Source: an optimization exercise on an open RTL-to-GDS flow (aim: small area and a short achievable clock period). Production flows keep margins and buffers that such runs may drop. Function was not checked in any run shown here: the RTL went through the layout flow alone. Power figures rest on the tool's default switching activity, not on a simulated workload.

==> flow/design.v, too long to show whole: its modules and the start of the top module <==
// module IEEE754_Mult: 757 lines
// module fa: 4 lines
module IEEE754_Mult
(
	input clock,
	input resetn,
	input [31:0] a,
	input [31:0] b,
	output [31:0] y
);
  // ...
==> flow/flow/run.sh <==
#!/bin/bash
set -euo pipefail
bash standard.sh SETUP_SLACK_MARGIN=7 TNS_END_PERCENT=1 "BUFFER_PORTS_ARGS=-buffer_cell sky130_fd_sc_hd__buf_2" finish > standard.log 2>&1
==> flow/standard.sh <==
#!/bin/bash
# synth_recipe.tcl (not shown) runs the flow's synth.tcl, then flattens the netlist and writes it again
# the make line also repeats each setting of config.mk as NAME=value (left out here)
make -C /OpenROAD-flow-scripts/flow DESIGN_CONFIG=/design/flow/config.mk WORK_HOME=/design/flow/orfs CLKGATE_MAP_FILE= SYNTH_SCRIPT=/design/flow/synth_recipe.tcl "${@:-finish}"
==> flow/config.mk <==
export PLATFORM = sky130hd
export DESIGN_NAME = IEEE754_Mult
export DESIGN_NICKNAME = IEEE754_Mult
export VERILOG_FILES = /design/flow/design.v
export SDC_FILE = /design/flow/constraint.sdc
export NUM_CORES = 4
export LEC_CHECK = 0
export CAP_MARGIN = 20
export CORE_MARGIN = 2
export CORE_UTILIZATION = 40
export CTS_BUF_LIST = sky130_fd_sc_hd__clkbuf_4 sky130_fd_sc_hd__clkbuf_8
export SETUP_SLACK_MARGIN = 5
export SLEW_MARGIN = 20
export SYNTH_HIERARCHICAL = 1
==> flow/constraint.sdc <==
create_clock -name core_clock -period 11.0 [get_ports {clock}]
set_input_delay 2.2000 -clock core_clock [delete_from_list [all_inputs] [get_ports {clock}]]
set_output_delay 2.2000 -clock core_clock [all_outputs]
set_load 0.01 [all_outputs]
==> notes.md, run 1 <==
Setup path
Broken down by cell family, the worst path's largest delay share belongs to compound AO/OA/AOI/OAI gates. The worst register-to-register path begins at t3[7]$_DFF_P_. The endpoint required time on the critical path is 8.80 ns.

The endpoint identified for the worst register-to-register timing path is bg0$_DFF_P_.

Power
For the combinational group, total power comes out at 5.12 mW. Summed over the clock group, the power is 0.423 mW. The sequential logic power is 0.908 mW. The share of total power dissipated in combinational logic is 0.794.

Final layout
The fraction of final cell area spent on clock buffers and inverters in this run is 0.0209. The register ranked first by flip-flop count is t3. The final instance area is 18900 µm². The sequential share of cell area is 0.152. The design has 143 sequential cells.

Floorplan
The die covers 44700 µm². The count of boundary I/O pins is 98. The floorplan has 75 rows.

Status
The flow ran to the end and the layout has no timing, DRC or antenna violations.

Logic synthesis
After synthesis, the cell types taking the most area are sky130_fd_sc_hd__fa_1 (19%), sky130_fd_sc_hd__dfxtp_1 (17%), sky130_fd_sc_hd__xnor2_1 (12%). The post-synthesis share of cell area spent on full adders, half adders and majority gates is 0.286. The unique cell type count in the Yosys netlist is 76.

Of the total synthesized cell area, the portion taken by XOR and XNOR cells is 0.126. In the synthesized netlist, the cells that appear most often are sky130_fd_sc_hd__xnor2_1 (228), sky130_fd_sc_hd__clkbuf_1 (184), sky130_fd_sc_hd__a221oi_1 (176), sky130_fd_sc_hd__a22o_1 (168), sky130_fd_sc_hd__fa_1 (166).

STA
The setup slack of the critical path after layout is 6.30 ns.

CTS
Once the clock tree was built, the setup fixing pass inserted 7 buffers. TritonCTS built the clock tree. The clock reaches the later pin of the worst-skew pair after 0.49 ns. The clock-pin slew on the worst setup and hold paths is 0.09 ns.

Place
Timing analysis after detailed placement gives a worst setup slack of 6.28 ns. The number of placed instances with taps included is 2317.

Worst hold path
The end of the worst hold path is e2[7]$_DFF_P_.

GRT
The layer flagged by global routing as most heavily used is met2.
==> run 2: changes to the inputs <==
--- a/flow/design.v
+++ b/flow/design.v
@@ -669,27 +669,25 @@
 	fa us614 (.a(pp212), .b(c525), .c(s526), .s(s614), .co(c615));
 	wire s616, c617;
 	fa us616 (.a(pp213), .b(s528), .c(c527), .s(s616), .co(c617));
 	wire s618, c619;
 	fa us618 (.a(s530), .b(pp214), .c(c529), .s(s618), .co(c619));
 	wire s620, c621;
 	fa us620 (.a(c531), .b(s532), .c(pp215), .s(s620), .co(c621));
 	wire s622 = ~c533;
-	wire [12:0] l0_s = {1'b0, c549, c547, c545, c543, c541, c539, c537, c535, s534, pp3, pp2, bo[0]} + {1'b0, s550, s548, s546, s544, s542, s540, s538, s536, pp28, 1'b0, 1'b0, pp1};
-	wire [11:0] l1_s = {1'b0, c571, c569, c567, c565, c563, c561, c559, c557, c555, c553, c551} + {1'b0, s572, s570, s568, s566, s564, s562, s560, s558, s556, s554, s552};
-	wire l1_ones = &({c571, c569, c567, c565, c563, c561, c559, c557, c555, c553, c551} ^ {s572, s570, s568, s566, s564, s562, s560, s558, s556, s554, s552});
+	wire [23:0] lo_s = {1'b0, c571, c569, c567, c565, c563, c561, c559, c557, c555, c553, c551, c549, c547, c545, c543, c541, c539, c537, c535, s534, pp3, pp2, bo[0]} + {1'b0, s572, s570, s568, s566, s564, s562, s560, s558, s556, s554, s552, s550, s548, s546, s544, s542, s540, s538, s536, pp28, 1'b0, 1'b0, pp1};
 	wire [6:0] b0_s = {1'b0, c583, c581, c579, c577, c575, c573} + {1'b0, s584, s582, s580, s578, s576, s574};
 	wire [6:0] b1_s = {1'b0, c595, c593, c591, c589, c587, c585} + {1'b0, s596, s594, s592, s590, s588, s586};
 	wire [6:0] b2_s = {1'b0, c607, c605, c603, c601, c599, c597} + {1'b0, s608, s606, s604, s602, s600, s598};
 	wire [6:0] b3_s = {1'b0, c619, c617, c615, c613, c611, c609} + {1'b0, s620, s618, s616, s614, s612, s610};
 	wire [1:0] b4_s = {1'b0, c621} + {1'b0, s622};
 	reg        z2, s2;
 	reg [7:0]  e2;
-	reg lg0, lg1, lp1;
+	reg c23;
 	reg [5:0] bs0;
 	reg bg0;
 	reg bp0;
 	reg [5:0] bs1;
 	reg bg1;
 	reg bp1;
 	reg [5:0] bs2;
 	reg bg2;
@@ -697,65 +695,70 @@
 	reg [5:0] bs3;
 	reg bg3;
 	reg bp3;
 	reg [0:0] bs4;
 	always @(posedge clock) begin
 		z2 <= !resetn || z1;
 		s2 <= s1;
 		e2 <= e1;
-		lg0 <= l0_s[12];
-		lg1 <= l1_s[11];
-		lp1 <= l1_ones;
+		c23 <= lo_s[23];
 		bs0 <= b0_s[5:0];
 		bg0 <= b0_s[6];
 		bp0 <= &({c583, c581, c579, c577, c575, c573} ^ {s584, s582, s580, s578, s576, s574});
 		bs1 <= b1_s[5:0];
 		bg1 <= b1_s[6];
 		bp1 <= &({c595, c593, c591, c589, c587, c585} ^ {s596, s594, s592, s590, s588, s586});
 		bs2 <= b2_s[5:0];
 		bg2 <= b2_s[6];
 		bp2 <= &({c607, c605, c603, c601, c599, c597} ^ {s608, s606, s604, s602, s600, s598});
 		bs3 <= b3_s[5:0];
 		bg3 <= b3_s[6];
 		bp3 <= &({c619, c617, c615, c613, c611, c609} ^ {s620, s618, s616, s614, s612, s610});
 		bs4 <= b4_s[0:0];
 	end
-	wire cb0 = lg1 | (lp1 & lg0);
-	wire r0_0 = bs0[0] ^ cb0;
-	wire r0_1 = bs0[1] ^ (cb0 & (&bs0[0:0]));
-	wire r0_2 = bs0[2] ^ (cb0 & (&bs0[1:0]));
-	wire r0_3 = bs0[3] ^ (cb0 & (&bs0[2:0]));
-	wire r0_4 = bs0[4] ^ (cb0 & (&bs0[3:0]));
-	wire r0_5 = bs0[5] ^ (cb0 & (&bs0[4:0]));
+	wire cb0 = c23;
+	wire [5:0] bi0 = bs0 + 6'd1;
+	wire r0_0 = cb0 ? bi0[0] : bs0[0];
+	wire r0_1 = cb0 ? bi0[1] : bs0[1];
+	wire r0_2 = cb0 ? bi0[2] : bs0[2];
+	wire r0_3 = cb0 ? bi0[3] : bs0[3];
+	wire r0_4 = cb0 ? bi0[4] : bs0[4];
+	wire r0_5 = cb0 ? bi0[5] : bs0[5];
 	wire cb1 = bg0 | (cb0 & bp0);
-	wire r1_0 = bs1[0] ^ cb1;
-	wire r1_1 = bs1[1] ^ (cb1 & (&bs1[0:0]));
-	wire r1_2 = bs1[2] ^ (cb1 & (&bs1[1:0]));
-	wire r1_3 = bs1[3] ^ (cb1 & (&bs1[2:0]));
-	wire r1_4 = bs1[4] ^ (cb1 & (&bs1[3:0]));
-	wire r1_5 = bs1[5] ^ (cb1 & (&bs1[4:0]));
+	wire [5:0] bi1 = bs1 + 6'd1;
+	wire r1_0 = cb1 ? bi1[0] : bs1[0];
+	wire r1_1 = cb1 ? bi1[1] : bs1[1];
+	wire r1_2 = cb1 ? bi1[2] : bs1[2];
+	wire r1_3 = cb1 ? bi1[3] : bs1[3];
+	wire r1_4 = cb1 ? bi1[4] : bs1[4];
+	wire r1_5 = cb1 ? bi1[5] : bs1[5];
 	wire cb2 = bg1 | (cb1 & bp1);
-	wire r2_0 = bs2[0] ^ cb2;
-	wire r2_1 = bs2[1] ^ (cb2 & (&bs2[0:0]));
-	wire r2_2 = bs2[2] ^ (cb2 & (&bs2[1:0]));
-	wire r2_3 = bs2[3] ^ (cb2 & (&bs2[2:0]));
-	wire r2_4 = bs2[4] ^ (cb2 & (&bs2[3:0]));
-	wire r2_5 = bs2[5] ^ (cb2 & (&bs2[4:0]));
+	wire [5:0] bi2 = bs2 + 6'd1;
+	wire r2_0 = cb2 ? bi2[0] : bs2[0];
+	wire r2_1 = cb2 ? bi2[1] : bs2[1];
+	wire r2_2 = cb2 ? bi2[2] : bs2[2];
+	wire r2_3 = cb2 ? bi2[3] : bs2[3];
+	wire r2_4 = cb2 ? bi2[4] : bs2[4];
+	wire r2_5 = cb2 ? bi2[5] : bs2[5];
 	wire cb3 = bg2 | (cb2 & bp2);
-	wire r3_0 = bs3[0] ^ cb3;
-	wire r3_1 = bs3[1] ^ (cb3 & (&bs3[0:0]));
-	wire r3_2 = bs3[2] ^ (cb3 & (&bs3[1:0]));
-	wire r3_3 = bs3[3] ^ (cb3 & (&bs3[2:0]));
-	wire r3_4 = bs3[4] ^ (cb3 & (&bs3[3:0]));
-	wire r3_5 = bs3[5] ^ (cb3 & (&bs3[4:0]));
+	wire [5:0] bi3 = bs3 + 6'd1;
+	wire r3_0 = cb3 ? bi3[0] : bs3[0];
+	wire r3_1 = cb3 ? bi3[1] : bs3[1];
+	wire r3_2 = cb3 ? bi3[2] : bs3[2];
+	wire r3_3 = cb3 ? bi3[3] : bs3[3];
+	wire r3_4 = cb3 ? bi3[4] : bs3[4];
+	wire r3_5 = cb3 ? bi3[5] : bs3[5];
 	wire cb4 = bg3 | (cb3 & bp3);
-	wire r4_0 = bs4[0] ^ cb4;
+	wire [0:0] bi4 = bs4 + 1'd1;
+	wire r4_0 = cb4 ? bi4[0] : bs4[0];
 	wire [24:0] m2 = {r4_0, r3_5, r3_4, r3_3, r3_2, r3_1, r3_0, r2_5, r2_4, r2_3, r2_2, r2_1, r2_0, r1_5, r1_4, r1_3, r1_2, r1_1, r1_0, r0_5, r0_4, r0_3, r0_2, r0_1, r0_0};
 	wire [7:0]  e2p1 = e2 + 8'd1;
-	wire [7:0]  ey = m2[24] ? e2p1 : e2;
-	wire [22:0] my = m2[24] ? m2[23:1] : m2[22:0];
-	assign y = z2 ? 32'h00000000 : {s2, ey, my};
+	wire        sh = m2[24] & ~z2;
+	wire        nsh = ~m2[24] & ~z2;
+	wire [7:0]  ey = ({8{sh}} & e2p1) | ({8{nsh}} & e2);
+	wire [22:0] my = ({23{sh}} & m2[23:1]) | ({23{nsh}} & m2[22:0]);
+	assign y = {s2 & ~z2, ey, my};
 endmodule
 module fa (input a, input b, input c, output s, output co);
 	assign s = a ^ b ^ c;
 	assign co = (a & b) | (a & c) | (b & c);
 endmodule
==> flow/flow/run.sh (replaced) <==
#!/bin/bash
set -euo pipefail
bash standard.sh SETUP_SLACK_MARGIN=7 TNS_END_PERCENT=1 "BUFFER_PORTS_ARGS=-buffer_cell sky130_fd_sc_hd__buf_2"  finish > standard.log 2>&1
==> flow/config.mk (replaced) <==
export PLATFORM = sky130hd
export DESIGN_NAME = IEEE754_Mult
export DESIGN_NICKNAME = IEEE754_Mult
export VERILOG_FILES = /design/flow/design.v
export SDC_FILE = /design/flow/constraint.sdc
export NUM_CORES = 4
export LEC_CHECK = 0
export CAP_MARGIN = 20
export CORE_MARGIN = 2
export CORE_UTILIZATION = 40
export CTS_BUF_LIST = sky130_fd_sc_hd__clkbuf_8 sky130_fd_sc_hd__clkbuf_16
export SETUP_SLACK_MARGIN = 5
export SLEW_MARGIN = 20
export SYNTH_HIERARCHICAL = 1
==> notes.md, run 2 <==
Logic synthesis
In the synthesized netlist, the number of instances is 1783. By area the synthesized netlist is led by sky130_fd_sc_hd__fa_1 (20%), sky130_fd_sc_hd__dfxtp_1 (17%), sky130_fd_sc_hd__xnor2_1 (12%). The share of the Yosys chip area taken by registers is 0.168. Among all flip-flop cells after synthesis, the most frequent one is sky130_fd_sc_hd__dfxtp_1. Summed over all instances, the cell type with the most area after synthesis is sky130_fd_sc_hd__fa_1. Synthesis produced a netlist with a net count of 2143. The count of state elements after synthesis is 141. A synthesized cell averages 9.44 µm². The number of warnings reported in the yosys synthesis log is 7. In this run the cell area of the synthesized design comes to 16800 µm². The share of async-settable or async-resettable flops after synthesis is 0. In the post-synthesis netlist, the cell with the most instances is sky130_fd_sc_hd__xnor2_1.

The unique cell type count in the Yosys netlist is 62 (-18%). The number of flops mapped to enable cells by yosys is 0. By count the netlist is led by sky130_fd_sc_hd__xnor2_1 (233), sky130_fd_sc_hd__clkbuf_1 (180), sky130_fd_sc_hd__a221oi_1 (178), sky130_fd_sc_hd__a22o_1 (168), sky130_fd_sc_hd__fa_1 (166).

Of the post-synthesis cell area, the dominant cell type holds 0.198.

Final layout
The register with the most flip-flops in the layout has 25 of them. The count of fill cells added during filler insertion is 3918. The number of nets in the final layout is 2134.

The most frequent standard cell in the layout excluding fill and tap cells is sky130_fd_sc_hd__xnor2_1. The final instance area is 18800 µm² (-0.77%). The combined area of the multi-input logic cells is 13200 µm². The largest registers in the layout are t3 x25, ma x23.

In the final layout, flip-flops and latches occupy 2840 µm². Compared with the post-synthesis result, the final layout area differs by 11.6%. In the final layout, the share of cells above drive strength 1 is 0.154.

The number of antenna diodes in the final layout is 0. In the layout the commonest cells are sky130_fd_sc_hd__xnor2_1 (233), sky130_fd_sc_hd__a22o_1 (168), sky130_fd_sc_hd__fa_1 (156), sky130_fd_sc_hd__a221oi_1 (152), sky130_fd_sc_hd__dfxtp_1 (134). The count of placed standard cells in the final layout, fillers left out is 2326. t3 holds more flip-flops than any other register.

STA
The maximum clock skew at final layout is 0.0222 ns. In this run the tightest slew margin relative to its limit is 0.349. The setup slack of the critical path after layout came to 6.45 ns (+0.147 ns). The summed negative setup slack over all endpoints is 0 ns.

For the pin with the worst max-slew slack, the measured transition is 0.975 ns. The final hold violation count is 0. The maximum frequency from static timing analysis is 220 MHz. The minimum clock period after layout is 4.55 ns.

The max-slew violation total from the final report is 0. The final count of negative-setup-slack endpoints is 0. The final worst hold slack is 0.328 ns. Setup repair after global routing could not meet its margin everywhere.

The portion of the clock cycle consumed by the worst path in the final layout is 0.414.

Floorplan
The die outline width is 209 µm. The total area inside the core boundary comes to 41800 µm². The total number of placement rows is 75 (unchanged). The count of boundary I/O pins is 98 (unchanged). The floorplan die area was 43700 µm² (-2.2%). For this configuration, the core starts out at a cell density of 0.403. The die height is 209 µm.

CTS
The clock-pin slew on the worst setup and hold paths is 0.07 ns (-0.02 ns). The number of buffers added by the clock tree synthesis step is 17. The clock latency reported for the late side of the worst-skew pair came to 0.45 ns (-0.04 ns). The tree is rooted in a sky130_fd_sc_hd__clkbuf_16. The number of buffers on the longest clock path is 2. After clock tree synthesis, the flow added hold-fix buffers numbering 0.

The H-tree was split into 4 levels. The clock drives 141 sinks. The clock tree from TritonCTS is done.

GRT
The via count of the first global-routing pass is 14233. The leftover overflow at the end of global routing is 0. The first global-routing pass estimated 83.6 mm of wire.

The number of antenna violations at the first check in global routing is 0. The overall global routing resource usage is 0.244. The pin count of the biggest net entering global routing is 33.

Routing
The number of vias after detailed routing is 14422. The detailed-router iteration count before antenna repair is 5. In this run the remaining antenna-violating nets after routing total 0.

After detailed routing, the average wire length per cell comes to 23.0 µm. In the routed design, unresolved DRC markers number 0. The via density per instance is 6.20. For this block, the initial DRC count from the detailed router was 1246. The total wirelength of the detailed-routed design is 53.5 mm.

Setup path
The worst setup path is captured at a primary output. At the worst endpoint, the arrival time is 2.35 ns. Along the worst path, the maximum fanout reaches 6. The worst setup path is of the flop to primary output kind.

The number of cells traversed by the worst register-to-register path is 14. The worst setup path is launched from a flop. The endpoint required time on the critical path was 8.80 ns (about the same).

Power
The reported leakage power is 7.51 nW. Of the total power, the share spent switching nets is 0.465. The worst voltage drop across the vdd grid is 0.000218 V. The part of the total power dissipated in sequential elements is 0.134. The power per cell area is 344 nW/µm². The analysis attributes to net switching a power of 3.00 mW. Internal power comes to 3.46 mW.

The share of total power dissipated in the clock network is 0.093. The part of the power in combinational logic is 0.773 (-0.021).

Status
The run finished with no timing, DRC or antenna violations.

Worst hold path
The class of the worst hold path is flop to flop. The number of cells on the worst hold path is 0.

Place
The HPWL after detailed placement is 38.1 mm. The number of buffers inserted by port buffering is 97. Summing all placed instances gives a cell area of 17900 µm². At the end of routability-driven placement, the weighted congestion stood at 0.918.

The number of placed instances with taps included is 2284 (-1.4%). The post-place setup slack is 6.00 ns (-0.275 ns).

Job
The max capacitance violation total is 0.
==> run 2: repair_timing <==
item,in CTS,in global routing
endpoints found under the hold margin,0,0
resized for setup,25,11
cloned,2,0
setup endpoints to repair,48,61
setup buffers,8,0
pin swaps,3,2
==> run 2: power by group through the flow <==
stage                     combinational, mW  sequential (mW)  clock, mW
after floorplan                        3.89            0.768          0
after global placement                 4.78            0.865          0
after detailed placement               4.91            0.868          0
after CTS                              5.04            0.855      0.616
after global routing                   5.64            0.871      0.640
final                                  5.00            0.865      0.601
==> run 2: critical path, stage by stage, from the launching register on <==
cell and delay (ns):
sky130_fd_sc_hd__dfxtp_2 0.32, sky130_fd_sc_hd__or4b_4 0.54, sky130_fd_sc_hd__o2111ai_4 0.11, sky130_fd_sc_hd__or3_4 0.22, sky130_fd_sc_hd__buf_6 0.12, sky130_fd_sc_hd__nor3b_2 0.05, sky130_fd_sc_hd__a2111oi_4 0.35, sky130_fd_sc_hd__buf_2 0.20
==> run 2: metrics by stage <==
step	util	power [mW]
4_1_cts	0.449	6.51
6_report	0.450	6.47
2_1_floorplan	-	4.65
3_5_place_dp	0.429	5.78
5_1_grt	0.450	7.16
3_3_place_gp	0.429	5.65
==> run 2: kinds of logic (layout without fill, tap and decap cells) <==
family,count (synthesis),in the layout,synth area share
AO/OA/AOI/OAI,556,556,0.262
XOR/XNOR,260,260,0.135
adder cells (fa/ha/maj),294,294,0.293
buffers and inverters,302,305,0.0683
flip-flops,141,141,0.168
multiplexers,7,7,0.00424
AND/OR/NAND/NOR,223,224,0.0695
==> run 2: area by class of cell <==
type	count	share of cell area
Inverter	108	0.0216
Clock inverter	14	0.00906
Multi-Input combinational cell	1341	0.703
Sequential cell	141	0.151
Timing Repair Buffer	165	0.0559
Tap cell	539	0.0359
Clock buffer	18	0.0234
==> run 2: path summary, 6_finish.rpt <==
| path | startpoint | to | slack [ns] |
|---|---|---|---|
| worst min-delay path | e1[3]$_DFF_P_ | e2[3]$_DFF_P_ | 0.33 |
| worst max register to register | two[0]$_DFF_P_ | bg0$_DFF_P_ | 6.57 |
| worst min register to register | e1[3]$_DFF_P_ | e2[3]$_DFF_P_ | 0.33 |
| worst max-delay path | bp2$_DFF_P_ | y[1] | 6.45 |
==> run 2: Yosys stat by module (local to each module, per instance) <==
module | cells | cell area (µm²) | flip-flops and latches | copies in the design
IEEE754_Mult | 1623 | 13600 | 141 | 1
fa | 1 | 20.0 | 0 | 160
==> run 2: metal layers <==
| metal | vias to the layer above | wire, µm | GRT usage |
|---|---|---|---|
| met3 | 110 | 4760 | 0.0643 |
| met5 | - | 0 | 0 |
| met2 | 657 | 24300 | 0.381 |
| met1 | 7150 | 22900 | 0.328 |
| met4 | 0 | 1550 | 0.0850 |
| li1 | 6505 | - | - |

==> afterwards: timing with drivers on the ports <==
In the flow no input, the clock included, has a driving cell. The finished layouts below were timed again as built, in two steps. Step 1 (the two cells are an assumption about what drives the block):
set clk [get_ports {clock}]
set_driving_cell -lib_cell sky130_fd_sc_hd__clkbuf_16 $clk
set_driving_cell -lib_cell sky130_fd_sc_hd__buf_2 [delete_from_list [all_inputs] $clk]
Step 2 also shifts input and output timing later by t, the mid clock arrival at the registers, as if the neighbouring blocks saw the same clock. Slacks: ideal / step 1 / step 2; pairs: ideal / step 1.
run | shift t [ns] | slack for setup (ns) | worst setup path at the end | worst register clock-pin slew, ns | worst slew at a driven data input, ns
run 1 | 0.522 | 6.302 / 6.260 / 6.396 | register to register | 0.09 / 0.09 | 0.04
run 2 | 0.485 | 6.449 / 6.398 / 6.533 | input to register | 0.08 / 0.08 | 0.06
After both steps setup and hold are still met in every run listed.
